This design comes from an exercise in tuning for small area, a short achievable clock period and few clock cycles on the open sky130 flow, not from production work. Where RTL was checked, it was by simulation tests only, not by an equivalence proof against the original. The RTL of runs 4 to 8 was laid out without a check of its function. Power figures rest on the tool's default switching activity, not on a simulated workload.

==> flow/config.mk <==
export PLATFORM = sky130hd
export DESIGN_NAME = MIPS
export DESIGN_NICKNAME = MIPS
export VERILOG_FILES = /design/flow/design.v
export SDC_FILE = /design/flow/constraint.sdc
export NUM_CORES = 4
export LEC_CHECK = 0
export CAP_MARGIN = 20
export CORE_MARGIN = 2
export CORE_UTILIZATION = 40
export PLACE_DENSITY = 0.6
export SETUP_SLACK_MARGIN = 5
export SLEW_MARGIN = 20
==> flow/constraint.sdc <==
create_clock -name core_clock -period 8.0 [get_ports {clk}]
set_input_delay 1.6000 -clock core_clock [delete_from_list [all_inputs] [get_ports {clk}]]
set_output_delay 1.6000 -clock core_clock [all_outputs]
set_load 0.01 [all_outputs]
==> flow/design.v <==
module reg_file (
	input			clk,
	input			rst,
	input			we,
	input	[2:0]	wa,
	input	[15:0]	wd,
	input	[7:1]	s1,
	output	[15:0]	rd1,
	input	[7:1]	s2,
	output	[15:0]	rd2
);
reg [15:0] R [1:7];
wire [15:0] wdz = rst ? 16'd0 : wd;
genvar i;
generate for (i = 1; i < 8; i = i + 1) begin : g
	always @(posedge clk)
		if (rst || (we && wa == i)) R[i] <= wdz;
end endgenerate
assign rd1 = ({16{s1[1]}} & R[1]) | ({16{s1[2]}} & R[2]) | ({16{s1[3]}} & R[3])
           | ({16{s1[4]}} & R[4]) | ({16{s1[5]}} & R[5]) | ({16{s1[6]}} & R[6])
           | ({16{s1[7]}} & R[7]);
assign rd2 = ({16{s2[1]}} & R[1]) | ({16{s2[2]}} & R[2]) | ({16{s2[3]}} & R[3])
           | ({16{s2[4]}} & R[4]) | ({16{s2[5]}} & R[5]) | ({16{s2[6]}} & R[6])
           | ({16{s2[7]}} & R[7]);
endmodule
module alu (
	input	[15:0]	a,
	input	[15:0]	b2,		 
	input	[15:0]	imm,
	input			bp,
	input			bn,
	input			bi,
	input			sub,
	input			s_and,
	input			s_or,
	input			s_xor,
	input			s_sll,
	input			s_sra,
	input			s_srl,
	output	[15:0]	sum,		 
	output	[15:0]	other		 
);
wire [15:0] bx = ({16{bp}} & b2) | ({16{bn}} & ~b2) | ({16{bi}} & imm);
wire [15:0] g0 = a & bx;
wire [15:0] p0 = a ^ bx;
wire [15:0] g [0:4];
wire [15:0] p [0:4];
assign g[0] = {g0[15:1], g0[0] | (p0[0] & sub)};
assign p[0] = p0;
genvar l, i;
generate for (l = 0; l < 4; l = l + 1) begin : lv
	for (i = 0; i < 16; i = i + 1) begin : bt
		if (i >= (1 << l)) begin : c
			assign g[l+1][i] = g[l][i] | (p[l][i] & g[l][i - (1 << l)]);
			assign p[l+1][i] = p[l][i] & p[l][i - (1 << l)];
		end else begin : n
			assign g[l+1][i] = g[l][i];
			assign p[l+1][i] = p[l][i];
		end
	end
end endgenerate
wire [15:0] cin = {g[4][14:0], sub};
wire big = |b2[15:4];
wire [15:0] ar;
generate for (i = 0; i < 16; i = i + 1) begin : rv
	assign ar[i] = a[15-i];
end endgenerate
wire fill = s_sra & a[15];
wire [15:0] sin = s_sll ? ar : a;
wire signed [16:0] sx = {fill, sin};
wire [16:0] sr = sx >>> b2[3:0];
wire [15:0] sh = big ? {16{fill}} : sr[15:0];
wire [15:0] shl;
generate for (i = 0; i < 16; i = i + 1) begin : rv2
	assign shl[i] = sh[15-i];
end endgenerate
assign other = ({16{s_and}} & (a & b2))
                  | ({16{s_or}}  & (a | b2))
                  | ({16{s_xor}} & (a ^ b2))
                  | ({16{s_sll}} & shl)
                  | ({16{s_sra | s_srl}} & sh);
assign sum = p0 ^ cin;
endmodule
module MIPS (
	input				clk,
	input				rst,
	output	[7:0]		imem_addr,
	input		[15:0]	imem_rdata,
	output	[15:0]	dmem_addr,
	output	[15:0]	dmem_wdata,
	output				dmem_we,
	input		[15:0]	dmem_rdata
);
reg  [7:1]	s1, s2;		 
reg			f1, f2;		 
reg			e_imm;		 
reg			e_bp;		 
reg  [5:0]	e_i6;		 
reg			e_sub, e_add, e_and, e_or, e_xor, e_sll, e_sra, e_srl;
reg			e_st, e_ld, e_wr, e_br;	 
reg  [2:0]	e_rd;
reg  [7:0]	e_tgt;		 
reg  [15:0]	res_s;		 
reg  [15:0]	res_o;		 
reg			m_add;		 
wire [15:0]	res = m_add ? res_s : res_o;
reg  [15:0]	sd;
reg			mwe, wbe, mld;
reg  [2:0]	mrd;
reg  [7:0]	pc;
wire [7:0]	pc1 = pc + 8'd1;
assign imem_addr = pc;
wire [15:0]	ins = imem_rdata;
wire [3:0]	op  = ins[15:12];
wire [2:0]	rd  = ins[11:9];
wire [2:0]	rs1 = ins[8:6];
wire [2:0]	rs2 = ins[5:3];
wire [7:0]	tgt = pc1 + {{2{ins[5]}}, ins[5:0]};
wire d_alu  = (op >= 4'd1) && (op <= 4'd8);
wire d_addi = op == 4'd9;
wire d_ld   = op == 4'd10;
wire d_st   = op == 4'd11;
wire d_br   = op == 4'd12;
wire d_use1 = d_alu | d_addi | d_ld | d_st | d_br;
wire d_use2 = d_alu | d_st;
wire rd_nz  = rd != 3'd0;
wire d_wr   = (d_alu | d_addi | d_ld) & rd_nz;
wire br0    = d_br & (rs1 == 3'd0);
wire [2:0]	ra2 = d_st ? rd : rs2;
wire e_fw   = e_wr & !e_ld;
wire m1     = d_use1 && (rs1 == e_rd);
wire m2     = d_use2 && (ra2 == e_rd);
wire [7:0]	oh1 = d_use1 ? (8'd1 << rs1) : 8'd0;
wire [7:0]	oh2 = d_use2 ? (8'd1 << ra2) : 8'd0;
wire [15:0]	r1, r2;
wire [15:0]	wd = mld ? dmem_rdata : res;
reg_file rf (.clk(clk), .rst(rst), .we(wbe), .wa(mrd), .wd(wd),
	.s1(s1), .rd1(r1), .s2(s2), .rd2(r2));
wire [15:0]	a  = r1 | ({16{f1}} & res);
wire [15:0]	b2 = r2 | ({16{f2}} & res);
wire [15:0]	sum, other;
alu alu_u (.a(a), .b2(b2), .imm({{10{e_i6[5]}}, e_i6}), .bp(e_bp), .bn(e_sub), .bi(e_imm),
	.sub(e_sub), .s_and(e_and), .s_or(e_or),
	.s_xor(e_xor), .s_sll(e_sll), .s_sra(e_sra), .s_srl(e_srl), .sum(sum), .other(other));
wire stall = (m1 || m2) && e_ld;
wire taken = e_br && (a == 16'd0);
wire kill  = rst || taken || stall;	 
always @(posedge clk) begin
	if (rst)
		pc <= 8'd0;
	else if (taken)
		pc <= e_tgt;
	else if (!stall)
		pc <= br0 ? tgt : pc1;
end
always @(posedge clk) begin
	if (kill) begin
		e_st <= 1'b0; e_ld <= 1'b0; e_wr <= 1'b0; e_br <= 1'b0;
	end else begin
		e_st  <= d_st;
		e_ld  <= d_ld && rd_nz;
		e_wr  <= d_wr;
		e_br  <= d_br && !br0;
	end
	f1 <= m1 && e_fw;
	f2 <= m2 && e_fw;
	s1 <= (m1 && e_fw) ? 7'd0 : oh1[7:1];
	s2 <= (m2 && e_fw) ? 7'd0 : oh2[7:1];
	e_sub <= op == 4'd2;
	e_bp  <= op == 4'd1;
	e_add <= op == 4'd1 || op == 4'd2 || d_addi || d_ld || d_st;
	e_and <= op == 4'd3;
	e_or  <= op == 4'd4;
	e_xor <= op == 4'd5;
	e_sll <= op == 4'd6;
	e_sra <= op == 4'd7;
	e_srl <= op == 4'd8;
	begin
		e_imm <= d_addi | d_ld | d_st;
		e_i6  <= ins[5:0];
		e_rd  <= rd;
		e_tgt <= tgt;
	end
end
always @(posedge clk) begin
	if (rst) begin
		mwe <= 1'b0;
		wbe <= 1'b0;
		mld <= 1'b0;
	end else begin
		mwe <= e_st;
		wbe <= e_wr;
		mld <= e_ld;
	end
	res_s <= sum;
	res_o <= other;
	m_add <= e_add;
	sd  <= b2;
	mrd <= e_rd;
end
assign dmem_addr  = res_s;
assign dmem_wdata = sd;
assign dmem_we    = mwe;
endmodule
==> flow/flow/run.sh <==
#!/bin/bash
# The standard layout, with plain buffers (not delay cells) on the ports.
set -euo pipefail
bash standard.sh BUFFER_PORTS_ARGS="-buffer_cell sky130_fd_sc_hd__buf_2" finish > standard.log 2>&1
==> flow/standard.sh <==
#!/bin/bash
# synth_recipe.tcl (not shown) runs the flow's synth.tcl, then flattens the netlist and writes it again
# the make line also repeats each setting of config.mk as NAME=value (left out here)
make -C /OpenROAD-flow-scripts/flow DESIGN_CONFIG=/design/flow/config.mk WORK_HOME=/design/flow/orfs CLKGATE_MAP_FILE= SYNTH_SCRIPT=/design/flow/synth_recipe.tcl "${@:-finish}"
==> flow_metrics.tcl, run 1 <==
set metrics [dict create \
    outcome "timing/DRC/antenna clean" \
    wire_per_inst_um 25.2 \
    n_fill_cell 2516 \
    p_int_mw 2.39 \
    multi_input_area_sq_mm 0.00622 \
    grt_pass1_wl_mm 62.0 \
    grt_overflow_total 0 \
    syn_area_per_cell_sq_um 10.3 \
    antenna_found_initial 0 \
    die_w_um 173 \
    grt_pass1_vias 10131 \
    routed_via_density 6.27 \
    cts_buffers 26 \
    synth.area.top_cells "edfxtp_1 29%, dfxtp_1 19%, ha_1 5.9%" \
    post_route_cells_drive_above_1_share 0.318 \
    remaining_drc_errors 0 \
    root_buffer "clkbuf_16" \
    crit_slowest_cell "a222oi_1" \
    top_usage_layer "met2" \
    hold_violations 0 \
    synth_cells 1110 \
    fmax_mhz 290 \
    yosysUniqueCellTypes 62 \
    diodes 0 \
    max_stage_delay_ps 570 \
    grt_max_degree 38 \
    path_class "reg -> reg" \
    p_leak_nw 6.02 \
    finalNetCount 1368 \
    synth_ff_type "edfxtp_1" \
    routabilityCongestion 1.01 \
    die_area_sq_mm 0.0301 \
    cts_buffer_depth 3 \
    maxCapViolCount 0 \
    utilization 0.524 \
    antenna_left 0 \
    fin_tns_setup_ps 0 \
    synth_seq_cells 222 \
    worst_slack_ps 4550 \
    first_pass_iters 8 \
    io_buffers 74 \
    clock-sinks 222 \
    swShare 0.307 \
    clkLatencyLatePin_ps 550 \
    seq_area_sq_mm 0.00560 \
    worstPathRequired_ps 8470 \
    arrival_ps 3920 \
    ioPinCount 75 \
    max_slew_margin 0.315 \
    clk_pin_slew_ps 60 \
    yosys.area.top_type "edfxtp_1" \
    end_kind "flip-flop" \
    start_util 0.403 \
    netlist_area_sq_mm 0.0115 \
    start_kind "flip-flop" \
    finalCritPeriodShare 0.432 \
    cts_max_level 1 \
    path_common_cell "buf_4" \
    die_h_um 173 \
    wirelength_mm 42.4 \
    drtIter0Drc 1377 \
    area_growth_syn_to_layout_pct 30.0 \
    synthArstFlopShare 0 \
    finClkSkew_ps 14.1 \
    max_slew.worst_pin.slew_ps 1030 \
    layout_min_cycle_time_ps 3450 \
    use_met3 0.0410 \
    hold_class "reg -> reg" \
    design_area_sq_mm 0.0149 \
    coreArea_sq_mm 0.0285 \
    cts_tree "done" \
    whs_ps 341 \
    pwr-share-clk 0.356 \
    power_density_mw_per_mm2 231 \
    synth-edff-count 112 \
    grt_use_total 0.270 \
    placed_cell_area_sq_mm 0.0123 \
    p_switching_mw 1.06 \
    path_cells "buf_4 -> buf_4 -> a222oi_1 -> o2111ai_1 -> buf_4 -> nand2_1 -> nand3_2 -> ha_4 -> a21o_1 -> a21o_1 -> a21oi_2 -> o21ai_2 -> o21bai_4 -> o41ai_4 -> xnor2_1" \
    met2_usage 0.416 \
    use_met1 0.365 \
    cp_max_fo 5 \
    ys_seq_area_frac 0.485 \
    ctsHoldBuffers 0 \
    ys_warn_count 4 \
    setup_viol 0 \
    dp_slack_ps 3590 \
    dr_total_vias 10543 \
    syn_nets 1201 \
    rows 62 \
    pwr-share-seq 0.410 \
    dp_hpwl_mm 26.8 \
    ir_drop_uv 138 \
    combPwrFrac 0.233 \
    slew_viol_final 0 \
    synth_top_area_frac 0.293 \
    grt_setup_unrepaired "yes" \
]
-- final cells by class --
| cell class | instances | area share |
|---|---|---|
| Timing Repair inverter | 1 | 0.000587 |
| Sequential cell | 222 | 0.375 |
| Multi-Input combinational cell | 768 | 0.416 |
| Clock buffer | 37 | 0.0497 |
| Inverter | 54 | 0.0157 |
| Clock inverter | 11 | 0.00998 |
| Timing Repair Buffer | 204 | 0.100 |
| Tap cell | 384 | 0.0322 |
-- stage by stage --
step / total power [mW] / instances
2_1_floorplan: 1.79 / 1110
3_3_place_gp: 2.03 / 1525
3_5_place_dp: 2.03 / 1525
4_1_cts: 3.35 / 1636
5_1_grt: 3.57 / 1681
6_report: 3.45 / 1681
-- power groups by stage --
stage | Sequential [mW] | Clock, mW | Combinational, mW
after global placement | 1.44 | 0 | 0.595
after CTS | 1.41 | 1.24 | 0.698
after detailed placement | 1.44 | 0 | 0.598
final | 1.42 | 1.23 | 0.806
after floorplan | 1.40 | 0 | 0.392
after global routing | 1.42 | 1.29 | 0.857
-- synthesized netlist by cell type, types with 6 or more instances --
master / instances
a211oi_1: 7
a21o_1: 7
a21oi_1: 50
a221o_1: 6
a222oi_1: 32
a22oi_1: 69
and3_1: 8
buf_2: 8
clkbuf_1: 49
dfxtp_1: 110
edfxtp_1: 112
ha_1: 54
inv_1: 53
mux2_2: 18
mux2i_1: 46
mux4_2: 8
nand2_1: 99
nand2b_1: 14
nand3_1: 37
nand4_1: 7
nor2_1: 99
nor2b_1: 7
nor3_1: 20
nor4_1: 8
o2111ai_1: 22
o211ai_1: 6
o21ai_0: 44
o221ai_1: 8
o22ai_1: 7
xnor2_1: 23
xor2_1: 9
-- path summary, 6_finish.rpt --
check        slack [ps]  cells after the start                end              from
min reg2reg         340                      0      m_add$_DFF_P_     e_add$_DFF_P_
max                4550                     15  res_s[15]$_DFF_P_  s2[3]$_SDFF_PP0_
min                 340                      0      m_add$_DFF_P_     e_add$_DFF_P_
max reg2reg        4550                     15  res_s[15]$_DFF_P_  s2[3]$_SDFF_PP0_
-- cells by family (layout without fill, tap and decap cells) --
logic type / Yosys count / in the layout / share of synthesized area
muxes: 72 / 72 / 0.0735
buffers and inverters: 121 / 307 / 0.0437
adders and majority gates: 57 / 57 / 0.0641
DFF: 222 / 222 / 0.485
and+or+nand+nor: 310 / 310 / 0.121
xor gates and xnor gates: 32 / 32 / 0.0244
AOI/OAI and AO/OA: 296 / 297 / 0.189
-- flip-flops by register name, indices dropped and copies added, names as in the netlist, 3 cells and up --
signal / flops
res_o: 16
e_rd: 3
s2: 7
res_s: 16
e_i6: 6
sd: 16
mrd: 3
s1: 7
e_tgt: 8
pc: 8
rf.R: 112
-- metal layers --
layer | vias to the layer above | share of wire
met1 | 5103 | 0.40
li1 | 4569 | -
met2 | 701 | 0.44
met3 | 170 | 0.10
met5 | - | 0
met4 | 0 | 0.067
-- what timing repair did --
item	CTS	global route
cloned	2	1
pin swaps	47	58
setup buffers	61	44
endpoints found under the setup margin	82	55
resized for setup	126	96
-- critical path, delay by kind of cell, from the launching register on --
family          cells  cell delay [ps]
compound gates      8             1950
buf+inv             3              470
flops               1              380
fa+ha+maj           1              210
simple gates        2              190
xor+xnor            1              160
-- layout by cell type (no fill, tap or decap), types with 26 or more instances in the layout --
cell       instances
a222oi_1          32
buf_2             70
buf_4            108
ha_1              50
mux2i_1           33
a21oi_1           40
nand2_1           91
nand3_1           32
inv_1             47
dfxtp_1           98
clkbuf_16         26
edfxtp_1         112
nor2_1            90
a22oi_1           69
Testbench counts, summed over its fixed seeds: cycles 58,788.
==> run 2, diff against run 1 <==
--- a/flow/config.mk
+++ b/flow/config.mk
@@ -5,6 +5,7 @@
 export SDC_FILE = /design/flow/constraint.sdc
 export NUM_CORES = 4
 export LEC_CHECK = 0
+export ABC_AREA = 1
 export CAP_MARGIN = 20
 export CORE_MARGIN = 2
 export CORE_UTILIZATION = 40
==> flow_metrics.tcl, run 2 <==
set metrics [dict create \
    routed_via_density 5.38 \
    synth_ff_type "edfxtp_1" \
    layout_common_cells "520 x nand2_1, 172 x nand3_1, 142 x inv_1" \
    ioPinCount 75 \
    netlist_area_sq_mm 0.0125 \
    ir_drop_uv 163 \
    die_h_um 181 \
    fin_tns_setup_ps 0 \
    finalCritPeriodShare 0.383 \
    end_kind "flip-flop" \
    slew_viol_final 0 \
    synth_seq_cells 222 \
    power_density_mw_per_mm2 219 \
    max_slew.worst_pin.slew_ps 797 \
    cts_buffer_depth 3 \
    largest_register_ffs 112 \
    clk_pin_slew_ps 60 \
    maxCapViolCount 0 \
    cts_tree "done" \
    yosysUniqueCellTypes 55 \
    ys_seq_area_frac 0.445 \
    hold_violations 0 \
    io_buffers 74 \
    rows 64 \
    first_pass_iters 6 \
    synth_common_cells "530 x nand2_1, 173 x nand3_1, 148 x inv_1" \
    start_kind "flip-flop" \
    dp_hpwl_mm 27.3 \
    grt_overflow_total 0 \
    root_buffer "clkbuf_16" \
    yosysMostFrequentCell "nand2_1" \
    synth_cells 1591 \
    cp_max_fo 7 \
    routabilityCongestion 0.915 \
    layout_commonest_cell "nand2_1" \
    synth-edff-count 112 \
    dp.cells 2002 \
    antenna_found_initial 0 \
    finClkSkew_ps 21.5 \
    clkLatencyLatePin_ps 550 \
    hold_class "reg -> reg" \
    path_class "reg -> reg" \
    clock-sinks 222 \
    grt_setup_unrepaired "yes" \
    syn_nets 1682 \
    power_mw 3.23 \
    syn_area_per_cell_sq_um 7.85 \
    drtIter0Drc 1068 \
    ctsHoldBuffers 0 \
    arrival_ps 3530 \
    max_slew_margin 0.468 \
    dr_total_vias 11397 \
    die_w_um 181 \
    worst_slack_ps 4940 \
    grt_pass1_vias 10639 \
    grt_use_total 0.238 \
    layout_min_cycle_time_ps 3070 \
    final_cells 2120 \
    cts_buffers 26 \
    wire_per_inst_um 18.7 \
    finalNetCount 1795 \
    ys_warn_count 4 \
    dp_slack_ps 4150 \
    diodes 0 \
    yosys.area.top_type "edfxtp_1" \
    synthArstFlopShare 0 \
    largest_register "rf.R" \
    antenna_left 0 \
    wirelength_mm 39.7 \
    synth.area.top_cells "edfxtp_1 27%, dfxtp_1 18%, nand2_1 16%" \
    cts_max_level 1 \
    p_leak_nw 7.07 \
    synth_top_area_frac 0.269 \
    grt_pass1_wl_mm 60.7 \
    start_util 0.407 \
    worstPathRequired_ps 8470 \
    fmax_mhz 326 \
    outcome "timing/DRC/antenna clean" \
    n_fill_cell 2980 \
    area_growth_syn_to_layout_pct 17.9 \
    grt_max_degree 35 \
    post_route_cells_drive_above_1_share 0.190 \
    die_area_sq_mm 0.0327 \
    setup_viol 0 \
    coreArea_sq_mm 0.0307 \
    remaining_drc_errors 0 \
]
## run 2: cell types whose count changed in the layout (fill, tap and decap cells not counted), sizes merged, moves of 18 or more
cell     before  now
a22oi        69    0
nand3        37  182
a222oi       32    0
buf         204  155
inv          52  153
nand4         7   30
nand2        99  553
mux2         18    0
mux2i        46    0
o2111ai      24    1
## run 2: area by class of cell
class                      instances  area [sq um]  share of cell area
clock buffer                      33           721              0.0489
clock inverter                    15           148              0.0100
inverter                         155           591              0.0401
tap                              396           495              0.0336
timing repair buffer             155          1020              0.0692
multi-input combinational       1144          6140               0.417
sequential                       222          5620               0.381
## run 2: worst paths after layout
path / from / endpoint / slack (ps) / cells after the start
worst max-delay path: m_add$_DFF_P_ / res_s[12]$_DFF_P_ / 4940 / 22
worst min register to register: e_add$_DFF_P_ / m_add$_DFF_P_ / 330 / 0
worst min-delay path: e_add$_DFF_P_ / m_add$_DFF_P_ / 330 / 0
worst max register to register: m_add$_DFF_P_ / res_s[12]$_DFF_P_ / 4940 / 22
## run 2: routing by layer
metal  track usage  part of all wire  wire [um]  up-vias
li1              -                 -          -     5465
met1         0.331              0.44      17600     5361
met2         0.372              0.44      17400      479
met3        0.0421             0.081       3230       92
met4        0.0835             0.037       1480        0
met5             0                 0          0        -
## run 2: cells by family (layout without fill, tap and decap cells)
family | count (synthesis) | count (layout) | share of synthesized area
and+or+nand+nor | 900 | 900 | 0.323
buffers and inverters | 225 | 358 | 0.0776
AOI/OAI and AO/OA | 154 | 154 | 0.0719
adders and majority gates | 57 | 57 | 0.0589
DFF | 222 | 222 | 0.445
xor gates and xnor gates | 33 | 33 | 0.0231
## run 2: stage by stage
step           area, sq um  hold WS [ps]   util
2_1_floorplan        12500           310      -
3_3_place_gp         13100           315  0.427
3_5_place_dp         13100           313  0.427
4_1_cts              14400           327  0.469
5_1_grt              14700           337  0.480
6_report             14700           326  0.480
## run 2: power by group
| part | internal [mW] | switching [mW] |
|---|---|---|
| clock network | 0.705 | 0.489 |
| registers | 1.31 | 0.0713 |
| logic | 0.224 | 0.429 |
## run 2: worst max-delay path: stages (launching register included)
cell and delay (ps):
dfxtp_4 380, buf_4 150, nand2_1 80, and2_1 140, nand2_1 50, nand2_1 110, nor2_4 50, buf_6 120
o21ai_0 200, a21oi_2 80, fa_2 420, nand3b_1 170, nand2_1 100, inv_1 40, o21a_1 200, o21ai_2 150
nand2_1 70, nand2_1 60, nand2_1 50, nand2_1 80, nand3_1 70, nand2_1 70, xor2_1 130
## run 2: timing repair
item / CTS / global route
gates resized for setup: 45 / 35
buffers inserted: 41 / 24
cloned: 3 / 0
pin swaps: 13 / 30
endpoints found under the setup margin: 40 / 19
==> run 3, diff against run 2 <==
==> flow/config.mk (replaced) <==
export PLATFORM = sky130hd
export DESIGN_NAME = MIPS
export DESIGN_NICKNAME = MIPS
export VERILOG_FILES = /design/flow/design.v
export SDC_FILE = /design/flow/constraint.sdc
export NUM_CORES = 4
export LEC_CHECK = 0
export CAP_MARGIN = 20
export CORE_MARGIN = 2
export CORE_UTILIZATION = 60
export PLACE_DENSITY = 0.75
export SETUP_SLACK_MARGIN = 5
export SLEW_MARGIN = 20
==> flow_metrics.tcl, run 3 <==
set metrics [dict create \
    outcome "timing/DRC/antenna clean" \
    crit_buf_inv 2 \
    cts_buffers 25 \
    setup_viol 0 \
    crit_family "compound AO/OA/AOI/OAI gates" \
    layout_common_cells "112 x edfxtp_1, 100 x buf_4, 97 x dfxtp_1" \
    maxCapViolCount 0 \
    min_to "m_add$_DFF_P_" \
    hold_class "reg -> reg" \
    post_route_cells_drive_above_1_share 0.335 \
    dr_total_vias 10839 \
    syn_area_per_cell_sq_um 10.3 \
    layout_commonest_cell "edfxtp_1" \
    root_buffer "clkbuf_16" \
    antenna_found_initial 1 \
    ir_drop_uv 216 \
    cts_max_level 1 \
    synth_seq_cells 222 \
    drtIter0Drc 1939 \
    remaining_drc_errors 0 \
    area_growth_syn_to_layout_pct 29.9 \
    start_kind "flip-flop" \
    p_leak_nw 6.07 \
    clk_pin_slew_ps 60 \
    ys_seq_area_frac 0.485 \
    path_class "reg -> reg" \
    grt_max_degree 38 \
    ioPinCount 75 \
    routabilityCongestion 1.01 \
    max_slew.worst_pin.slew_ps 976 \
    antenna_left 0 \
    largest_register_ffs 112 \
    fin_tns_setup_ps 0 \
    synth_common_cells "112 x edfxtp_1, 110 x dfxtp_1, 99 x nand2_1, 99 x nor2_1, 69 x a22oi_1" \
    max_stage_delay_ps 460 \
    arrival_ps 3900 \
    yosysMostFrequentCell "edfxtp_1" \
    pwr-share-clk 0.339 \
    dp_hpwl_mm 24.8 \
    whs_path_depth 0 \
    p_switching_mw 1.08 \
    reg2reg_from "m_add$_DFF_P_" \
    finClkSkew_ps 14.1 \
    wire_per_inst_um 27.6 \
    reg2reg_to "res_s[15]$_DFF_P_" \
    synth_top_area_frac 0.293 \
    slew_viol_final 0 \
    yosys.area.top_type "edfxtp_1" \
    netlist_area_sq_mm 0.0115 \
    syn_nets 1201 \
    grt_overflow_total 0 \
    io_buffers 74 \
    pwr-share-seq 0.419 \
    synth.area.top_cells "edfxtp_1 29%, dfxtp_1 19%, ha_1 5.9%" \
    yosysUniqueCellTypes 62 \
    p_int_mw 2.32 \
    worst_slack_ps 4570 \
    synth_ff_type "edfxtp_1" \
    regToRegSetupSlack_ps 4570 \
    synthArstFlopShare 0 \
    diodes 0 \
    finalCritPeriodShare 0.428 \
    start_util 0.612 \
    ys_warn_count 4 \
    finalNetCount 1369 \
    coreArea_sq_mm 0.0188 \
    end_kind "flip-flop" \
    dp_slack_ps 3630 \
    fmax_mhz 292 \
    die_w_um 142 \
    routed_via_density 7.08 \
    path_common_cell "a21o_1" \
    die_h_um 142 \
    clock-sinks 222 \
    layout_min_cycle_time_ps 3430 \
    design_area_sq_mm 0.0149 \
    cp_max_fo 9 \
    max_slew_margin 0.349 \
    grt_pass1_vias 9902 \
    first_pass_iters 9 \
    swShare 0.318 \
    rows 50 \
    worstPathRequired_ps 8470 \
    synth_cells 1110 \
    largest_register "rf.R" \
    hold_violations 0 \
    cts_buffer_depth 3 \
    grt_pass1_wl_mm 58.2 \
    min_from "e_add$_DFF_P_" \
    synth-edff-count 112 \
    placed_cell_area_sq_mm 0.0120 \
    cts_tree "done" \
    grt_use_total 0.383 \
    wirelength_mm 42.3 \
    combPwrFrac 0.242 \
    path_cells "buf_4 -> mux2i_1 -> nor2_1 -> nor2_2 -> inv_1 -> ha_2 -> a21o_1 -> a21o_1 -> a21oi_2 -> o21ai_2 -> o21bai_1 -> o41ai_2 -> xnor2_1" \
    clkLatencyLatePin_ps 540 \
    grt_setup_unrepaired "yes" \
    power_density_mw_per_mm2 228 \
    crit_slowest_cell "mux2i_1" \
    ff2ff_path_depth 13 \
    die_area_sq_mm 0.0203 \
]
## run 3: cell count changes in the layout (fill, tap and decap cells not counted), sizes merged, moves of 32 or more
| cell | previous run | this run |
|---|---|---|
| a222oi | 0 | 32 |
| a22oi | 0 | 69 |
| buf | 155 | 207 |
| inv | 153 | 52 |
| mux2i | 0 | 46 |
| nand2 | 553 | 99 |
| nand3 | 182 | 37 |
## run 3: power by group through the flow
stage / clock [mW] / sequential [mW] / combinational [mW]
detailed placement: 0 / 1.44 / 0.569
global route: 1.20 / 1.43 / 0.866
finish: 1.15 / 1.43 / 0.825
global placement: 0 / 1.44 / 0.561
floorplan: 0 / 1.40 / 0.392
CTS: 1.15 / 1.41 / 0.662
## run 3: stage by stage
step                power (mW)  std cells  utilization  hold slack [ps]
finish                    3.40       1531        0.794              341
global placement          2.00       1363        0.641              357
floorplan                 1.79       1110            -              310
global route              3.49       1531        0.794              338
CTS                       3.22       1472        0.741              354
detailed placement        2.01       1363        0.641              350
## run 3: repair_timing
action | in CTS | in global routing
resized for setup | 127 | 121
hold buffers | 0 | 0
setup endpoints to repair | 47 | 83
pin swaps | 42 | 64
setup buffers | 62 | 59
gates cloned | 1 | 0
## run 3: layout make-up
cell class	count	area, sq um
inverter	54	238
timing repair inverter	1	8.76
sequential	222	5600
tap	234	293
fill	1124	3860
multi-input combinational	767	6340
timing repair buffer	207	1590
clock buffer	31	709
clock inverter	15	124
## run 3: cells by family (layout without fill, tap and decap cells)
logic type | after synthesis | after routing | share of synthesized area
flip-flops | 222 | 222 | 0.485
adder cells (fa/ha/maj) | 57 | 57 | 0.0641
AO/OA/AOI/OAI | 296 | 296 | 0.189
multiplexers | 72 | 72 | 0.0735
XOR/XNOR | 32 | 32 | 0.0244
buffers and inverters | 121 | 308 | 0.0437
AND/OR/NAND/NOR | 310 | 310 | 0.121
## run 3: worst reg2reg max path, delay by kind of cell, from the launching register on
kind,cells,cell delay [ps]
adder cells (fa/ha/maj),1,230
flip-flops,1,430
buffers and inverters,2,370
multiplexers,1,460
AO/OA/AOI/OAI,6,1120
XOR/XNOR,1,150
AND/OR/NAND/NOR,2,610
## run 3: worst max path at each step
| stage | from | end | slack [ps] | depth (start not counted) |
|---|---|---|---|---|
| floorplan | imem_rdata[14] | pc[1]$_SDFFE_PP0P_ | 4490 | 9 |
| global placement | imem_rdata[14] | e_ld$_SDFF_PP0_ | 3660 | 9 |
| detailed placement | imem_rdata[14] | e_ld$_SDFF_PP0_ | 3630 | 9 |
| CTS | rf.R[3][0]$_DFFE_PP_ | res_s[12]$_DFF_P_ | 4660 | 17 |
| global route | m_add$_DFF_P_ | res_s[15]$_DFF_P_ | 4460 | 11 |
| finish | m_add$_DFF_P_ | res_s[15]$_DFF_P_ | 4570 | 13 |
## run 3: routing by layer
layer	wire length, um	share of wire	global-route usage
met1	15100	0.36	0.512
met2	18700	0.44	0.586
met3	5610	0.13	0.0808
met4	2940	0.069	0.206
met5	13	0.00031	0
==> run 4, diff against run 3 <==
--- a/flow/design.v
+++ b/flow/design.v
@@ -1,6 +1,6 @@
 module reg_file (
 	input			clk,
-	input			rst,
+	input			clr,
 	input			we,
 	input	[2:0]	wa,
 	input	[15:0]	wd,
@@ -10,11 +10,11 @@
 	output	[15:0]	rd2
 );
 reg [15:0] R [1:7];
-wire [15:0] wdz = rst ? 16'd0 : wd;
+wire [15:0] wdz = clr ? 16'd0 : wd;
 genvar i;
 generate for (i = 1; i < 8; i = i + 1) begin : g
 	always @(posedge clk)
-		if (rst || (we && wa == i)) R[i] <= wdz;
+		if (clr || (we && wa == i)) R[i] <= wdz;
 end endgenerate
 assign rd1 = ({16{s1[1]}} & R[1]) | ({16{s1[2]}} & R[2]) | ({16{s1[3]}} & R[3])
            | ({16{s1[4]}} & R[4]) | ({16{s1[5]}} & R[5]) | ({16{s1[6]}} & R[6])
@@ -134,7 +134,9 @@
 wire [7:0]	oh2 = d_use2 ? (8'd1 << ra2) : 8'd0;
 wire [15:0]	r1, r2;
 wire [15:0]	wd = mld ? dmem_rdata : res;
-reg_file rf (.clk(clk), .rst(rst), .we(wbe), .wa(mrd), .wd(wd),
+reg			rf_clr;
+always @(posedge clk) rf_clr <= rst;
+reg_file rf (.clk(clk), .clr(rf_clr), .we(wbe), .wa(mrd), .wd(wd),
 	.s1(s1), .rd1(r1), .s2(s2), .rd2(r2));
 wire [15:0]	a  = r1 | ({16{f1}} & res);
 wire [15:0]	b2 = r2 | ({16{f2}} & res);
==> flow/config.mk (replaced) <==
export PLATFORM = sky130hd
export DESIGN_NAME = MIPS
export DESIGN_NICKNAME = MIPS
export VERILOG_FILES = /design/flow/design.v
export SDC_FILE = /design/flow/constraint.sdc
export NUM_CORES = 4
export LEC_CHECK = 0
export ABC_AREA = 1
export CAP_MARGIN = 20
export CORE_MARGIN = 2
export CORE_UTILIZATION = 40
export PLACE_DENSITY = 0.6
export SETUP_SLACK_MARGIN = 5
export SLEW_MARGIN = 20
==> flow_metrics.tcl, run 4 <==
set metrics [dict create \
    rows 65 \
    clkLatencyLatePin_ps 530 \
    antenna_found_initial 0 \
    power_mw 3.31 \
    start_kind "flip-flop" \
    first_pass_iters 5 \
    placed_cell_area_sq_mm 0.0133 \
    whs_ps 331 \
    ioPinCount 75 \
    largest_register_ffs 112 \
    synth_common_cells "586 x nand2_1, 164 x inv_1, 164 x nand3_1" \
    max_slew.worst_pin.slew_ps 755 \
    io_buffers 74 \
    finalCritPeriodShare 0.406 \
    hold_class "reg -> reg" \
    grt_use_total 0.245 \
    die_h_um 182 \
    cts_buffers 26 \
    yosysMostFrequentCell "nand2_1" \
    worstPathRequired_ps 8410 \
    synth_top_area_frac 0.266 \
    outcome "timing/DRC/antenna clean" \
    finalNetCount 1850 \
    cts_tree "done" \
    ys_warn_count 4 \
    ir_drop_uv 146 \
    diodes 0 \
    syn_area_per_cell_sq_um 7.65 \
    layout_common_cells "569 x nand2_1, 162 x nand3_1, 160 x inv_1" \
    layout_min_cycle_time_ps 3250 \
    clk_pin_slew_ps 60 \
    grt_pass1_wl_mm 62.4 \
    end_kind "flip-flop" \
    netlist_area_sq_mm 0.0126 \
    path_class "reg -> reg" \
    slew_viol_final 0 \
    yosys.area.top_type "edfxtp_1" \
    die_area_sq_mm 0.0330 \
    synth_ff_type "edfxtp_1" \
    wire_per_inst_um 18.9 \
    synth-edff-count 112 \
    grt_overflow_total 0 \
    dp.cells 2080 \
    finClkSkew_ps 9.84 \
    arrival_ps 3660 \
    dr_total_vias 11673 \
    dp_hpwl_mm 28.8 \
    largest_register "rf.R" \
    clock-sinks 223 \
    routabilityCongestion 0.929 \
    final_cells 2179 \
    synth_cells 1652 \
    remaining_drc_errors 0 \
    layout_commonest_cell "nand2_1" \
    fin_tns_setup_ps 0 \
    max_slew_margin 0.496 \
    wirelength_mm 41.3 \
    design_area_sq_mm 0.0151 \
    area_growth_syn_to_layout_pct 19.3 \
    setup_viol 0 \
    die_w_um 182 \
    synth_seq_cells 223 \
    ys_seq_area_frac 0.442 \
    coreArea_sq_mm 0.0313 \
    synth.area.top_cells "edfxtp_1 27%, dfxtp_1 18%, nand2_1 17%" \
    cp_max_fo 6 \
    power_density_mw_per_mm2 220 \
    grt_max_degree 37 \
    post_route_cells_drive_above_1_share 0.175 \
    grt_pass1_vias 10941 \
    syn_nets 1743 \
    synthArstFlopShare 0 \
    cts_max_level 1 \
    antenna_left 0 \
    grt_setup_unrepaired "yes" \
    root_buffer "clkbuf_16" \
    cts_buffer_depth 3 \
    routed_via_density 5.36 \
    hold_violations 0 \
    p_leak_nw 7.35 \
    yosysUniqueCellTypes 46 \
    start_util 0.404 \
    fmax_mhz 308 \
    maxCapViolCount 0 \
    drtIter0Drc 1079 \
]
## run 4: cell types whose count changed in the layout (fill, tap and decap cells not counted), sizes merged, moves of 46 or more
| cell | before | now |
|---|---|---|
| a22oi | 69 | 0 |
| inv | 52 | 170 |
| buf | 207 | 145 |
| nand2 | 99 | 590 |
| nand3 | 37 | 176 |
| mux2i | 46 | 0 |
## run 4: repair_timing
action / 4_1_cts / 5_1_grt
setup buffers: 24 / 26
endpoints found under the setup margin: 46 / 14
resized for setup: 53 / 81
hold buffers: 0 / 0
gates cloned: 1 / 2
pin swaps: 21 / 44
## run 4: logic make-up after synthesis
family / Yosys count / share of synthesized area
simple gates: 941 / 0.318
buf+inv: 243 / 0.0882
flops: 223 / 0.442
compound gates: 154 / 0.0704
fa+ha+maj: 57 / 0.0582
xor+xnor: 34 / 0.0236
## run 4: final cells by class
cell class | instances | area [sq um]
well taps | 402 | 503
clock inverters | 11 | 111
flip-flops and latches | 223 | 5610
repair buffers | 147 | 1050
clock buffers | 35 | 758
inverters | 174 | 687
fillers | 3002 | 16200
multi-input cells | 1187 | 6340
## run 4: per-layer routing
| layer | vias up | global-route usage | share of wire |
|---|---|---|---|
| li1 | 5594 | - | - |
| met1 | 5395 | 0.337 | 0.43 |
| met2 | 557 | 0.377 | 0.43 |
| met3 | 127 | 0.0329 | 0.080 |
| met4 | 0 | 0.128 | 0.057 |
| met5 | - | 0 | 0 |
## run 4: path summary, 6_finish.rpt
| check | slack (ps) | to | from | depth (start not counted) |
|---|---|---|---|---|
| max | 4750 | res_s[9]$_DFF_P_ | m_add$_DFF_P_ | 18 |
| min | 330 | m_add$_DFF_P_ | e_add$_DFF_P_ | 0 |
| max reg2reg | 4750 | res_s[9]$_DFF_P_ | m_add$_DFF_P_ | 18 |
| min reg2reg | 330 | m_add$_DFF_P_ | e_add$_DFF_P_ | 0 |
## run 4: where the power goes
part | internal [mW] | total, mW | switching, mW
registers | 1.32 | 1.40 | 0.0806
clock network | 0.727 | 1.19 | 0.466
logic | 0.246 | 0.714 | 0.469
total | 2.29 | 3.31 | 1.02
## run 4: worst max-delay path: stages (launching register included)
cell      delay, ps
dfxtp_4         360
buf_12          140
clkinv_8         60
nand2_4          50
nand2_4          90
nor2_4           40
nor4_4          350
buf_6           190
inv_12           30
o211ai_1        270
ha_1            360
a21oi_2         170
nand2_2         110
a21o_1          210
a21oi_2         190
o21ai_2         110
a21oi_2         150
o21ai_1          90
xor2_1          140
## run 4: stage by stage
step / setup WS, ps / utilization
2_1_floorplan: 4970 / -
3_3_place_gp: 4030 / 0.423
3_5_place_dp: 3860 / 0.423
4_1_cts: 4860 / 0.463
5_1_grt: 4620 / 0.481
6_report: 4750 / 0.481
==> run 5, diff against run 4 <==
--- a/flow/design.v
+++ b/flow/design.v
@@ -31,14 +31,14 @@
 	input			bn,
 	input			bi,
 	input			sub,
+	input			s_add,		 
 	input			s_and,
 	input			s_or,
 	input			s_xor,
 	input			s_sll,
 	input			s_sra,
 	input			s_srl,
-	output	[15:0]	sum,		 
-	output	[15:0]	other		 
+	output	[15:0]	r
 );
 wire [15:0] bx = ({16{bp}} & b2) | ({16{bn}} & ~b2) | ({16{bi}} & imm);
 wire [15:0] g0 = a & bx;
@@ -74,12 +74,14 @@
 generate for (i = 0; i < 16; i = i + 1) begin : rv2
 	assign shl[i] = sh[15-i];
 end endgenerate
-assign other = ({16{s_and}} & (a & b2))
+wire [15:0] other = ({16{s_and}} & (a & b2))
                   | ({16{s_or}}  & (a | b2))
                   | ({16{s_xor}} & (a ^ b2))
                   | ({16{s_sll}} & shl)
                   | ({16{s_sra | s_srl}} & sh);
-assign sum = p0 ^ cin;
+wire [15:0] r0 = s_add ? p0 : other;
+wire [15:0] r1 = s_add ? ~p0 : other;
+assign r = (cin & r1) | (~cin & r0);
 endmodule
 module MIPS (
 	input				clk,
@@ -99,11 +101,7 @@
 reg			e_sub, e_add, e_and, e_or, e_xor, e_sll, e_sra, e_srl;
 reg			e_st, e_ld, e_wr, e_br;	 
 reg  [2:0]	e_rd;
-reg  [7:0]	e_tgt;		 
-reg  [15:0]	res_s;		 
-reg  [15:0]	res_o;		 
-reg			m_add;		 
-wire [15:0]	res = m_add ? res_s : res_o;
+reg  [15:0]	res;
 reg  [15:0]	sd;
 reg			mwe, wbe, mld;
 reg  [2:0]	mrd;
@@ -140,18 +138,19 @@
 	.s1(s1), .rd1(r1), .s2(s2), .rd2(r2));
 wire [15:0]	a  = r1 | ({16{f1}} & res);
 wire [15:0]	b2 = r2 | ({16{f2}} & res);
-wire [15:0]	sum, other;
+wire [15:0]	r;
 alu alu_u (.a(a), .b2(b2), .imm({{10{e_i6[5]}}, e_i6}), .bp(e_bp), .bn(e_sub), .bi(e_imm),
-	.sub(e_sub), .s_and(e_and), .s_or(e_or),
-	.s_xor(e_xor), .s_sll(e_sll), .s_sra(e_sra), .s_srl(e_srl), .sum(sum), .other(other));
+	.sub(e_sub), .s_add(e_add), .s_and(e_and), .s_or(e_or),
+	.s_xor(e_xor), .s_sll(e_sll), .s_sra(e_sra), .s_srl(e_srl), .r(r));
 wire stall = (m1 || m2) && e_ld;
+wire [7:0]	e_tgt = pc + {{2{e_i6[5]}}, e_i6};
 wire taken = e_br && (a == 16'd0);
 wire kill  = rst || taken || stall;	 
 always @(posedge clk) begin
 	if (rst)
 		pc <= 8'd0;
 	else if (taken)
-		pc <= e_tgt;
+		pc <= e_tgt;	 
 	else if (!stall)
 		pc <= br0 ? tgt : pc1;
 end
@@ -181,7 +180,6 @@
 		e_imm <= d_addi | d_ld | d_st;
 		e_i6  <= ins[5:0];
 		e_rd  <= rd;
-		e_tgt <= tgt;
 	end
 end
 always @(posedge clk) begin
@@ -194,13 +192,11 @@
 		wbe <= e_wr;
 		mld <= e_ld;
 	end
-	res_s <= sum;
-	res_o <= other;
-	m_add <= e_add;
+	res <= r;
 	sd  <= b2;
 	mrd <= e_rd;
 end
-assign dmem_addr  = res_s;
+assign dmem_addr  = res;
 assign dmem_wdata = sd;
 assign dmem_we    = mwe;
 endmodule
==> flow_metrics.tcl, run 5 <==
set metrics [dict create \
    outcome "timing/DRC/antenna clean" \
    synth_seq_cells 198 \
    grt_max_degree 30 \
    yosysMostFrequentCell "nand2_1" \
    layout_commonest_cell "nand2_1" \
    grt_overflow_total 0 \
    synth.area.top_cells "edfxtp_1 28%, nand2_1 17%, dfxtp_1 14%" \
    hold_class "reg -> reg" \
    clkLatencyLatePin_ps 470 \
    synth_cells 1563 \
    cp_max_fo 2 \
    path_class "in -> reg" \
    start_util 0.409 \
    min_to "mrd[2]$_DFF_P_" \
    power_density_mw_per_mm2 196 \
    die_w_um 179 \
    routed_via_density 5.52 \
    setup_viol 0 \
    layout_common_cells "545 x nand2_1, 125 x nand3_1, 123 x nor2_1" \
    yosys.area.top_type "edfxtp_1" \
    post_route_cells_drive_above_1_share 0.190 \
    end_kind "flip-flop" \
    diodes 0 \
    synth_ff_type "edfxtp_1" \
    clock-sinks 198 \
    synth-edff-count 112 \
    grt_use_total 0.263 \
    wire_per_inst_um 20.2 \
    dp_hpwl_mm 29.4 \
    grt_pass1_wl_mm 61.7 \
    antenna_left 0 \
    wirelength_mm 41.4 \
    ctsHoldBuffers 0 \
    crit_slowest_cell "fa_2" \
    ys_warn_count 4 \
    routabilityCongestion 0.957 \
    finalCritPeriodShare 0.361 \
    maxCapViolCount 0 \
    largestRegisters "rf.R (112), res (16), sd (16)" \
    p_leak_nw 6.36 \
    die_h_um 179 \
    reg2reg_to "res[13]$_DFF_P_" \
    fin_tns_setup_ps 0 \
    antenna_found_initial 0 \
    utilization 0.468 \
    io_buffers 74 \
    fmax_mhz 347 \
    whs_path_depth 0 \
    finalNetCount 1750 \
    hold_violations 0 \
    synthArstFlopShare 0 \
    clk_pin_slew_ps 80 \
    synth_top_area_frac 0.276 \
    largest_register "rf.R" \
    netlist_area_sq_mm 0.0122 \
    cts_buffers 17 \
    worstPathRequired_ps 8350 \
    synth_common_cells "556 x nand2_1, 125 x nand3_1, 125 x nor2_1" \
    largest_register_ffs 112 \
    dp_slack_ps 4300 \
    yosysUniqueCellTypes 53 \
    dr_total_vias 11339 \
    first_pass_iters 6 \
    drtIter0Drc 1151 \
    power_mw 2.74 \
    start_kind "input port" \
    ys_seq_area_frac 0.417 \
    slew_viol_final 0 \
    max_slew_margin 0.511 \
    arrival_ps 3240 \
    coreArea_sq_mm 0.0298 \
    max_slew.worst_pin.slew_ps 733 \
    finClkSkew_ps 25.2 \
    area_growth_syn_to_layout_pct 14.3 \
    die_area_sq_mm 0.0319 \
    rows 63 \
    path_cells "buf_2 -> ha_4 -> fa_2 -> a21oi_1 -> o21a_1 -> or2_4 -> nand2_1 -> a21oi_2 -> or2_2 -> nand3_1 -> o2111ai_2 -> nand2_1" \
    worst_slack_ps 5120 \
    regToRegSetupSlack_ps 5120 \
    grt_pass1_vias 10432 \
    max_stage_delay_ps 390 \
    layout_min_cycle_time_ps 2880 \
    ioPinCount 75 \
    ff2ff_path_depth 19 \
    ir_drop_uv 103 \
    reg2reg_from "s2[5]$_SDFF_PP0_" \
    cts_buffer_depth 2 \
    cts_max_level 4 \
    syn_area_per_cell_sq_um 7.80 \
    grt_setup_unrepaired "yes" \
    syn_nets 1660 \
    cts_tree "done" \
    root_buffer "clkbuf_16" \
    min_from "e_rd[2]$_DFF_P_" \
    path_common_cell "nand2_1" \
    remaining_drc_errors 0 \
]
==> run 5: cell types whose count changed in the layout (fill, tap and decap cells not counted), sizes merged, moves of 7 or more <==
| cell | previous run | this run |
|---|---|---|
| o211ai | 20 | 34 |
| buf | 145 | 137 |
| ha | 54 | 61 |
| nand3 | 176 | 133 |
| clkbuf | 37 | 18 |
| dfxtp | 111 | 86 |
| xor2 | 24 | 14 |
| inv | 170 | 112 |
| nand2 | 590 | 572 |
| a21oi | 52 | 45 |
| a31oi | 1 | 8 |
| nor2 | 118 | 153 |
==> run 5: metrics by stage <==
| step | instance area (sq um) | hold WS, ps | cells |
|---|---|---|---|
| 2_1_floorplan | 12300 | 374 | 1563 |
| 3_3_place_gp | 12700 | 395 | 1971 |
| 3_5_place_dp | 12700 | 391 | 1972 |
| 4_1_cts | 13400 | 402 | 2013 |
| 5_1_grt | 13900 | 411 | 2056 |
| 6_report | 13900 | 400 | 2056 |
==> run 5: logic make-up after synthesis <==
| logic type | after synthesis | synth area share |
|---|---|---|
| XOR/XNOR | 22 | 0.0158 |
| flip-flops | 198 | 0.417 |
| AND/OR/NAND/NOR | 923 | 0.330 |
| buffers and inverters | 173 | 0.0762 |
| adder cells (fa/ha/maj) | 63 | 0.0659 |
| AO/OA/AOI/OAI | 184 | 0.0954 |
==> run 5: worst max-delay path by stage <==
stage | start | to | slack, ps | depth (start not counted)
5_1_grt | s2[5]$_SDFF_PP0_ | res[14]$_DFF_P_ | 4920 | 20
3_3_place_gp | s2[1]$_SDFF_PP0_ | res[13]$_DFF_P_ | 4390 | 18
4_1_cts | s2[2]$_SDFF_PP0_ | res[14]$_DFF_P_ | 5010 | 17
6_report | imem_rdata[0] | pc[6]$_SDFFE_PP0P_ | 5120 | 12
2_1_floorplan | imem_rdata[0] | pc[6]$_SDFFE_PP0P_ | 4920 | 11
3_5_place_dp | s2[1]$_SDFF_PP0_ | res[13]$_DFF_P_ | 4300 | 18
==> run 5: layout make-up <==
cell class	instances	area (sq um)
multi-input cells	1193	6410
flip-flops and latches	198	5120
inverters	106	423
repair buffers	137	910
clock buffers	18	450
clock inverters	14	130
well taps	390	488
fillers	2917	15900
==> run 5: what timing repair did <==
item,in CTS,in global routing
setup buffers,8,42
endpoints found under the hold margin,0,0
resized for setup,30,46
cloned,1,1
pin swaps,5,33
setup endpoints to repair,17,27
==> run 5: per-layer routing <==
| layer | part of all wire | vias up | track usage | routed length, um |
|---|---|---|---|---|
| li1 | - | 5407 | - | - |
| met1 | 0.44 | 5301 | 0.353 | 18000 |
| met2 | 0.43 | 539 | 0.403 | 17900 |
| met3 | 0.092 | 92 | 0.0671 | 3820 |
| met4 | 0.039 | 0 | 0.106 | 1630 |
| met5 | 0 | - | 0 | 0 |
==> run 5: where the power goes <==
group	internal [mW]	total, mW	leakage (nW)	switching [mW]
sequential	1.17	1.26	1.87	0.0929
combinational	0.208	0.603	4.20	0.395
clock	0.433	0.871	0.292	0.438
total	1.81	2.74	6.36	0.926
==> run 5: critical path: cells and delay by family <==
| family | cells | cell delay [ps] |
|---|---|---|
| buffers and inverters | 1 | 120 |
| AO/OA/AOI/OAI | 4 | 520 |
| adder cells (fa/ha/maj) | 2 | 560 |
| AND/OR/NAND/NOR | 5 | 440 |
==> run 6, diff against run 5 <==
--- a/flow/config.mk
+++ b/flow/config.mk
@@ -12,3 +12,4 @@
 export PLACE_DENSITY = 0.6
 export SETUP_SLACK_MARGIN = 5
 export SLEW_MARGIN = 20
+export TNS_END_PERCENT = 5
==> flow_metrics.tcl, run 6 <==
set metrics [dict create \
    cp_max_fo 29 \
    path_class "reg -> reg" \
    antenna_found_initial 0 \
    synth_ff_type "edfxtp_1" \
    synthAdderAreaFrac 0.0659 \
    io_buffers 74 \
    routed_via_density 5.56 \
    final_cells 2054 \
    clkLatencyLatePin_ps 450 \
    grt_max_degree 30 \
    antenna_left 0 \
    pwr-share-clk 0.323 \
    power_mw 2.76 \
    synth_compound_area_frac 0.0954 \
    design_area_sq_mm 0.0138 \
    clock-sinks 198 \
    dr_total_vias 11422 \
    first_pass_iters 7 \
    setup_viol 0 \
    ff2ff_path_depth 10 \
    synth_top_area_frac 0.276 \
    clk_pin_slew_ps 80 \
    synth.area.top_cells "edfxtp_1 28%, nand2_1 17%, dfxtp_1 14%" \
    hold_violations 0 \
    rows 63 \
    swShare 0.342 \
    area_growth_syn_to_layout_pct 13.6 \
    start_kind "flip-flop" \
    synth_xor_area_frac 0.0158 \
    remaining_drc_errors 0 \
    syn_nets 1660 \
    ctsHoldBuffers 0 \
    hold_class "reg -> reg" \
    placed_cell_area_sq_mm 0.0127 \
    ir_drop_uv 150 \
    p_switching_uw 942 \
    grt_use_total 0.259 \
    reg2reg_from "e_sll$_DFF_P_" \
    routabilityCongestion 0.967 \
    ys_warn_count 4 \
    synth-edff-count 112 \
    post_route_cells_drive_above_1_share 0.180 \
    synth_top_family_by_area "simple AND/OR/NAND/NOR gates" \
    synth_mux_area_frac 0 \
    critPathLaunch "e_sll$_DFF_P_" \
    root_buffer "clkbuf_16" \
    grt_overflow_total 0 \
    coreArea_sq_mm 0.0298 \
    p_leak_nw 6.34 \
    multi_input_area_sq_mm 0.00639 \
    drtIter0Drc 1348 \
    synth_seq_cells 198 \
    synth_common_cells "556 x nand2_1, 125 x nand3_1, 125 x nor2_1" \
    syn_area_per_cell_sq_um 7.80 \
    finalNetCount 1748 \
    largest_register_ffs 112 \
    fin_tns_setup_ps 0 \
    cp-endpoint "res[1]$_DFF_P_" \
    finalCritPeriodShare 0.377 \
    n_fill_cell 2971 \
    outcome "timing/DRC/antenna clean" \
    cts_tree "done" \
    combPwrFrac 0.220 \
    synth_cells 1563 \
    seq_area_sq_mm 0.00512 \
    power_density_mw_per_mm2 199 \
    yosysMostFrequentCell "nand2_1" \
    p_int_mw 1.81 \
    die_h_um 179 \
    slew_viol_final 0 \
    die_w_um 179 \
    regToRegSetupSlack_ps 4980 \
    start_util 0.409 \
    netlist_area_sq_mm 0.0122 \
    pwr-share-seq 0.457 \
    layout_min_cycle_time_ps 3020 \
    dp.cells 1976 \
    finClkSkew_ps 16.6 \
    cts_buffers 17 \
    largest_register "rf.R" \
    synth-simple-area-share 0.330 \
    whs_ps 405 \
    reg2reg_to "res[1]$_DFF_P_" \
    layout_commonest_cell "nand2_1" \
    grt_setup_unrepaired "yes" \
    die_area_sq_mm 0.0319 \
    synthArstFlopShare 0 \
    grt_pass1_wl_mm 60.6 \
    max_slew.worst_pin.slew_ps 772 \
    yosys.area.top_type "edfxtp_1" \
    yosysUniqueCellTypes 53 \
    ys_seq_area_frac 0.417 \
    arrival_ps 3320 \
    maxCapViolCount 0 \
    max_slew_margin 0.485 \
    worstPathRequired_ps 8310 \
    grt_pass1_vias 10242 \
    cts_buffer_depth 2 \
    layout_common_cells "549 x nand2_1, 123 x nor2_1, 123 x nand3_1" \
    wire_per_inst_um 20.3 \
    largestRegisters "rf.R (112), res (16), sd (16)" \
    end_kind "flip-flop" \
    cts_max_level 4 \
    ioPinCount 75 \
    dp_hpwl_mm 29.5 \
    fmax_mhz 332 \
    wirelength_mm 41.7 \
    diodes 0 \
]
## run 6: worst min path at each step
stage                               start             end  slack (ps)  cells after the start
final                     e_rd[0]$_DFF_P_  mrd[0]$_DFF_P_         400                      0
after global routing      e_rd[0]$_DFF_P_  mrd[0]$_DFF_P_         410                      0
after CTS                 e_rd[0]$_DFF_P_  mrd[0]$_DFF_P_         410                      0
after detailed placement  e_rd[0]$_DFF_P_  mrd[0]$_DFF_P_         400                      0
after global placement    e_rd[2]$_DFF_P_  mrd[2]$_DFF_P_         400                      0
after floorplan           e_rd[0]$_DFF_P_  mrd[0]$_DFF_P_         370                      0
## run 6: worst max-delay path: stages, from the launching register on
cell and delay (ps):
dfxtp_2 740, inv_1 550, nand3_1 410, nand3_1 170
nand3_1 150, nand2_1 60, nand2_1 60, nand2_1 70
o21ai_1 200, nand2_1 70, a31oi_1 390
## run 6: through the flow
| step | utilization | worst slack [ps] |
|---|---|---|
| 6_report | 0.465 | 4980 |
| 3_5_place_dp | 0.426 | 4200 |
| 5_1_grt | 0.465 | 4840 |
| 3_3_place_gp | 0.426 | 4260 |
| 4_1_cts | 0.447 | 4660 |
| 2_1_floorplan | - | 4920 |
## run 6: cells by family after synthesis
logic type / after synthesis
XOR/XNOR: 22
buffers and inverters: 173
AND/OR/NAND/NOR: 923
AO/OA/AOI/OAI: 184
flip-flops: 198
adder cells (fa/ha/maj): 63
## run 6: layout make-up
cell class                 count  share of cell area
multi-input combinational   1195               0.462
sequential                   198               0.370
timing repair buffer         133              0.0605
tap                          390              0.0352
clock buffer                  18              0.0325
inverter                     106              0.0294
clock inverter                14              0.0109
## run 6: metal layers
| metal | vias up | GRT usage | wire length (um) |
|---|---|---|---|
| met5 | - | 0 | 0 |
| li1 | 5391 | - | - |
| met3 | 98 | 0.0477 | 3710 |
| met2 | 626 | 0.396 | 18300 |
| met1 | 5307 | 0.355 | 17900 |
| met4 | 0 | 0.117 | 1810 |
## run 6: power by group through the flow
stage          clock network, mW  logic [mW]  registers (mW)
6_report                   0.891       0.606            1.26
3_3_place_gp                   0       0.541            1.28
5_1_grt                    0.937       0.665            1.26
3_5_place_dp                   0       0.546            1.28
2_1_floorplan                  0       0.385            1.24
4_1_cts                    0.897       0.552            1.26
## run 6: timing repair
action | CTS | global route
setup endpoints to repair | 21 | 35
buffers inserted | 2 | 40
resized for setup | 10 | 60
pin swaps | 1 | 25
gates cloned | 0 | 4
==> run 7, diff against run 6 <==
--- a/flow/config.mk
+++ b/flow/config.mk
@@ -10,6 +10,5 @@
 export CORE_MARGIN = 2
 export CORE_UTILIZATION = 40
 export PLACE_DENSITY = 0.6
-export SETUP_SLACK_MARGIN = 5
+export SETUP_SLACK_MARGIN = 4.5
 export SLEW_MARGIN = 20
-export TNS_END_PERCENT = 5
==> flow_metrics.tcl, run 7 <==
set metrics [dict create \
    outcome "timing/DRC/antenna clean" \
    max_stage_delay_ps 340 \
    yosysMostFrequentCell "nand2_1" \
    path_common_cell "nand2_1" \
    synth_seq_cells 198 \
    fin_tns_setup_ps 0 \
    routed_via_density 5.58 \
    die_w_um 179 \
    max_slew_margin 0.346 \
    start_kind "flip-flop" \
    path_cells "buf_4 -> a22o_1 -> nor3_4 -> buf_6 -> clkinvlp_4 -> nand2_1 -> o211ai_1 -> ha_1 -> inv_1 -> nor3_1 -> nand2_1 -> nand2_1 -> a21boi_1 -> o21ai_1 -> inv_1 -> nor2_1 -> o21ai_0 -> a21oi_1 -> nor2_1" \
    synth_common_cells "556 x nand2_1, 125 x nand3_1, 125 x nor2_1" \
    grt_setup_unrepaired "no" \
    layout_common_cells "556 x nand2_1, 125 x nor2_1, 125 x nand3_1" \
    coreArea_sq_mm 0.0298 \
    area_growth_syn_to_layout_pct 10.0 \
    antenna_left 0 \
    largest_register_ffs 112 \
    dp_hpwl_mm 29.7 \
    ys_seq_area_frac 0.417 \
    syn_area_per_cell_sq_um 7.80 \
    clock-sinks 198 \
    grt_pass1_vias 10350 \
    crit_slowest_cell "ha_1" \
    fmax_mhz 307 \
    max_slew.worst_pin.slew_ps 979 \
    antenna_found_initial 2 \
    routabilityCongestion 0.957 \
    cts_buffer_depth 2 \
    syn_nets 1660 \
    clkLatencyLatePin_ps 460 \
    die_area_sq_mm 0.0319 \
    synth_ff_type "edfxtp_1" \
    remaining_drc_errors 0 \
    yosys.area.top_type "edfxtp_1" \
    first_pass_iters 6 \
    synth_top_area_frac 0.276 \
    wirelength_mm 41.3 \
    die_h_um 179 \
    drtIter0Drc 1143 \
    power_density_mw_per_mm2 202 \
    grt_pass1_wl_mm 61.6 \
    finClkSkew_ps 16.2 \
    start_util 0.409 \
    layout_commonest_cell "nand2_1" \
    synthArstFlopShare 0 \
    end_kind "flip-flop" \
    io_buffers 74 \
    yosysUniqueCellTypes 53 \
    arrival_ps 3600 \
    finalCritPeriodShare 0.407 \
    wire_per_inst_um 20.4 \
    worstPathRequired_ps 8340 \
    finalNetCount 1717 \
    maxCapViolCount 0 \
    largestRegisters "rf.R (112), res (16), sd (16)" \
    largest_register "rf.R" \
    synth.area.top_cells "edfxtp_1 28%, nand2_1 17%, dfxtp_1 14%" \
    n_fill_cell 2989 \
    hold_class "reg -> reg" \
    grt_use_total 0.264 \
    cts_buffers 17 \
    ys_warn_count 4 \
    ioPinCount 75 \
    grt_overflow_total 0 \
    diodes 0 \
    synth_cells 1563 \
    utilization 0.450 \
    rows 63 \
    synth-edff-count 112 \
    cp_max_fo 16 \
    setup_viol 0 \
    root_buffer "clkbuf_16" \
    cts_max_level 4 \
    grt_max_degree 30 \
    dr_total_vias 11279 \
    slew_viol_final 0 \
    cts_tree "done" \
    ir_drop_uv 151 \
    netlist_area_sq_mm 0.0122 \
    layout_min_cycle_time_ps 3250 \
    hold_violations 0 \
    path_class "reg -> reg" \
    p_leak_nw 6.14 \
    post_route_cells_drive_above_1_share 0.148 \
    clk_pin_slew_ps 80 \
]
==> run 7: cell counts after synthesis <==
No cell type changed its count.
==> run 7: power by group <==
| part | internal, mW | switching, mW |
|---|---|---|
| Sequential | 1.17 | 0.0919 |
| Clock | 0.434 | 0.441 |
| Combinational | 0.187 | 0.387 |
==> run 7: through the flow <==
step                worst slack (ps)  total power [mW]  cell area, sq um  instances  hold slack (ps)
floorplan                       4810              1.62             12200       1563              374
global placement                4310              1.82             12700       1974              394
detailed placement              4170              1.83             12700       1975              395
CTS                             4550              2.70             13300       2008              407
global route                    4510              2.82             13400       2023              412
finish                          4750              2.71             13400       2023              410
==> run 7: area by class of cell <==
| type | count | area [sq um] | share of cell area |
|---|---|---|---|
| clock inverters | 13 | 125 | 0.00933 |
| multi-input cells | 1192 | 6230 | 0.465 |
| repair buffers | 104 | 604 | 0.0451 |
| inverters | 106 | 404 | 0.0301 |
| well taps | 390 | 488 | 0.0364 |
| flip-flops and latches | 198 | 5100 | 0.380 |
| clock buffers | 19 | 454 | 0.0339 |
| repair inverters | 1 | 5.00 | 0.000373 |
==> run 7: what timing repair did <==
action / 4_1_cts / 5_1_grt
setup endpoints to repair: 7 / 5
resized for setup: 7 / 10
buffers inserted: 1 / 13
pin swaps: 1 / 3
cloned: 0 / 2
hold buffers: 0 / 0
==> run 7: cell families after synthesis <==
family | Yosys count | share of synthesized area
AOI/OAI and AO/OA | 184 | 0.0954
adders and majority gates | 63 | 0.0659
buffers and inverters | 173 | 0.0762
and+or+nand+nor | 923 | 0.330
DFF | 198 | 0.417
xor gates and xnor gates | 22 | 0.0158
==> run 7: path summary, 6_finish.rpt <==
path	from	end	slack, ps	depth (start not counted)
max	s2[6]$_SDFF_PP0_	res[14]$_DFF_P_	4750	19
min	e_rd[0]$_DFF_P_	mrd[0]$_DFF_P_	410	0
max reg2reg	s2[6]$_SDFF_PP0_	res[14]$_DFF_P_	4750	19
min reg2reg	e_rd[0]$_DFF_P_	mrd[0]$_DFF_P_	410	0
==> run 7: critical path, delay by kind of cell, from the launching register on <==
kind	cells	cell delay, ps
AND/OR/NAND/NOR	7	880
buffers and inverters	5	730
AO/OA/AOI/OAI	6	850
flip-flops	1	310
adder cells (fa/ha/maj)	1	340
==> run 7: routing by layer <==
metal	vias up	track usage	routed length, um
met5	-	0	0
li1	5321	-	-
met3	97	0.0462	3780
met4	0	0.116	1710
met1	5280	0.369	18000
met2	581	0.401	17900
==> run 8, diff against run 7 <==
--- a/flow/config.mk
+++ b/flow/config.mk
@@ -9,6 +9,8 @@
 export CAP_MARGIN = 20
 export CORE_MARGIN = 2
 export CORE_UTILIZATION = 40
+export CTS_CLUSTER_DIAMETER = 100
+export CTS_CLUSTER_SIZE = 30
 export PLACE_DENSITY = 0.6
-export SETUP_SLACK_MARGIN = 4.5
+export SETUP_SLACK_MARGIN = 5
 export SLEW_MARGIN = 20
==> flow_metrics.tcl, run 8 <==
set metrics [dict create \
    outcome "timing/DRC/antenna clean" \
    first_pass_iters 6 \
    grt_pass1_wl_mm 61.7 \
    grt_use_total 0.263 \
    syn_nets 1660 \
    maxCapViolCount 0 \
    arrival_ps 3240 \
    path_common_cell "nand2_1" \
    antenna_left 0 \
    yosysMostFrequentCell "nand2_1" \
    power_mw 2.74 \
    cts_tree "done" \
    path_class "in -> reg" \
    start_kind "input port" \
    synth_cells 1563 \
    crit_slowest_cell "fa_2" \
    fin_tns_setup_ps 0 \
    rows 63 \
    grt_setup_unrepaired "yes" \
    synth_ff_type "edfxtp_1" \
    remaining_drc_errors 0 \
    area_growth_syn_to_layout_pct 14.3 \
    dp_slack_ps 4300 \
    design_area_sq_mm 0.0139 \
    regToRegSetupSlack_ps 5120 \
    ioPinCount 75 \
    antenna_found_initial 0 \
    utilization 0.468 \
    max_slew.worst_pin.slew_ps 733 \
    ir_drop_uv 103 \
    end_kind "flip-flop" \
    wirelength_mm 41.4 \
    largest_register "rf.R" \
    routed_via_density 5.52 \
    path_cells "buf_2 -> ha_4 -> fa_2 -> a21oi_1 -> o21a_1 -> or2_4 -> nand2_1 -> a21oi_2 -> or2_2 -> nand3_1 -> o2111ai_2 -> nand2_1" \
    start_util 0.409 \
    largest_register_ffs 112 \
    root_buffer "clkbuf_16" \
    netlist_area_sq_mm 0.0122 \
    hold_violations 0 \
    die_area_sq_mm 0.0319 \
    worst_slack_ps 5120 \
    power_density_mw_per_mm2 196 \
    setup_viol 0 \
    layout_common_cells "545 x nand2_1, 125 x nand3_1, 123 x nor2_1" \
    dr_total_vias 11339 \
    clock-sinks 198 \
    ys_warn_count 4 \
    synth.area.top_cells "edfxtp_1 28%, nand2_1 17%, dfxtp_1 14%" \
    slew_viol_final 0 \
    post_route_cells_drive_above_1_share 0.190 \
    clkLatencyLatePin_ps 470 \
    finClkSkew_ps 25.2 \
    whs_path_depth 0 \
    fmax_mhz 347 \
    grt_pass1_vias 10432 \
    synthArstFlopShare 0 \
    max_slew_margin 0.511 \
    grt_max_degree 30 \
    syn_area_per_cell_sq_um 7.80 \
    die_w_um 179 \
    clk_pin_slew_ps 80 \
    die_h_um 179 \
    finalNetCount 1750 \
    synth_common_cells "556 x nand2_1, 125 x nand3_1, 125 x nor2_1" \
    drtIter0Drc 1151 \
    layout_min_cycle_time_ps 2880 \
    min_to "mrd[2]$_DFF_P_" \
    cts_buffer_depth 2 \
    layout_commonest_cell "nand2_1" \
    crit_buf_inv 1 \
]
[run 8: changes by cell type in the layout (fill, tap and decap cells not counted), sizes merged]
cell | before | now
buf | 104 | 137
clkinv | 4 | 7
inv | 114 | 112
clkbuf | 19 | 18
clkinvlp | 2 | 1
nand2 | 571 | 572
[run 8: worst max path at each step]
stage | to | start | slack (ps) | cells after the start
2_1_floorplan | pc[6]$_SDFFE_PP0P_ | imem_rdata[0] | 4920 | 11
3_3_place_gp | res[13]$_DFF_P_ | s2[1]$_SDFF_PP0_ | 4390 | 18
3_5_place_dp | res[13]$_DFF_P_ | s2[1]$_SDFF_PP0_ | 4300 | 18
4_1_cts | res[14]$_DFF_P_ | s2[2]$_SDFF_PP0_ | 5010 | 17
5_1_grt | res[14]$_DFF_P_ | s2[5]$_SDFF_PP0_ | 4920 | 20
6_report | pc[6]$_SDFFE_PP0P_ | imem_rdata[0] | 5120 | 12
[run 8: area by class of cell]
class                           instances  area, sq um
Timing Repair Buffer                  137          910
Tap cell                              390          488
Clock buffer                           18          450
Fill cell                            2917        15900
Inverter                              106          423
Clock inverter                         14          130
Multi-Input combinational cell       1193         6410
Sequential cell                       198         5120
[run 8: kinds of logic after synthesis]
group / Yosys count / share of synthesized area
compound gates: 184 / 0.0954
xor+xnor: 22 / 0.0158
fa+ha+maj: 63 / 0.0659
buf+inv: 173 / 0.0762
flops: 198 / 0.417
simple gates: 923 / 0.330
[run 8: what timing repair did]
action                     in CTS  in global routing
buffers inserted                8                 42
cloned                          1                  1
pin swaps                       5                 33
gates resized for setup        30                 46
hold buffers                    0                  0
setup endpoints to repair      17                 27
[run 8: where the power goes]
part	total (mW)	switching, mW	internal, mW
combinational	0.603	0.395	0.208
sequential	1.26	0.0929	1.17
clock	0.871	0.438	0.433
[run 8: layer usage]
| metal | wire length, um | vias up | global-route usage |
|---|---|---|---|
| li1 | - | 5407 | - |
| met1 | 18000 | 5301 | 0.353 |
| met2 | 17900 | 539 | 0.403 |
| met3 | 3820 | 92 | 0.0671 |
| met4 | 1630 | 0 | 0.106 |
| met5 | 0 | - | 0 |
[run 8: worst reg2reg max path: stages (launching register included)]
cell	delay [ps]
dfxtp_4	390
buf_4	150
nand2_1	60
nand4_2	100
nor3_4	290
clkinv_4	130
nand2_1	80
o211ai_1	100
ha_1	330
nand2_2	80
nand2_2	90
a21oi_2	80
o21ai_2	210
nand3_1	140
o21ai_2	170
nand3_1	110
nand3_1	80
nand2_1	50
nand3_1	70
nand2_1	60

Re-timed with assumed drivers on the ports (clkbuf_16 on the clock, buf_2 on other inputs), run 8 has 5.116 ns of setup slack against 5.115 ns with ideal ports, and 4.642 ns once port delays also move by the mid clock arrival of 0.502 ns.
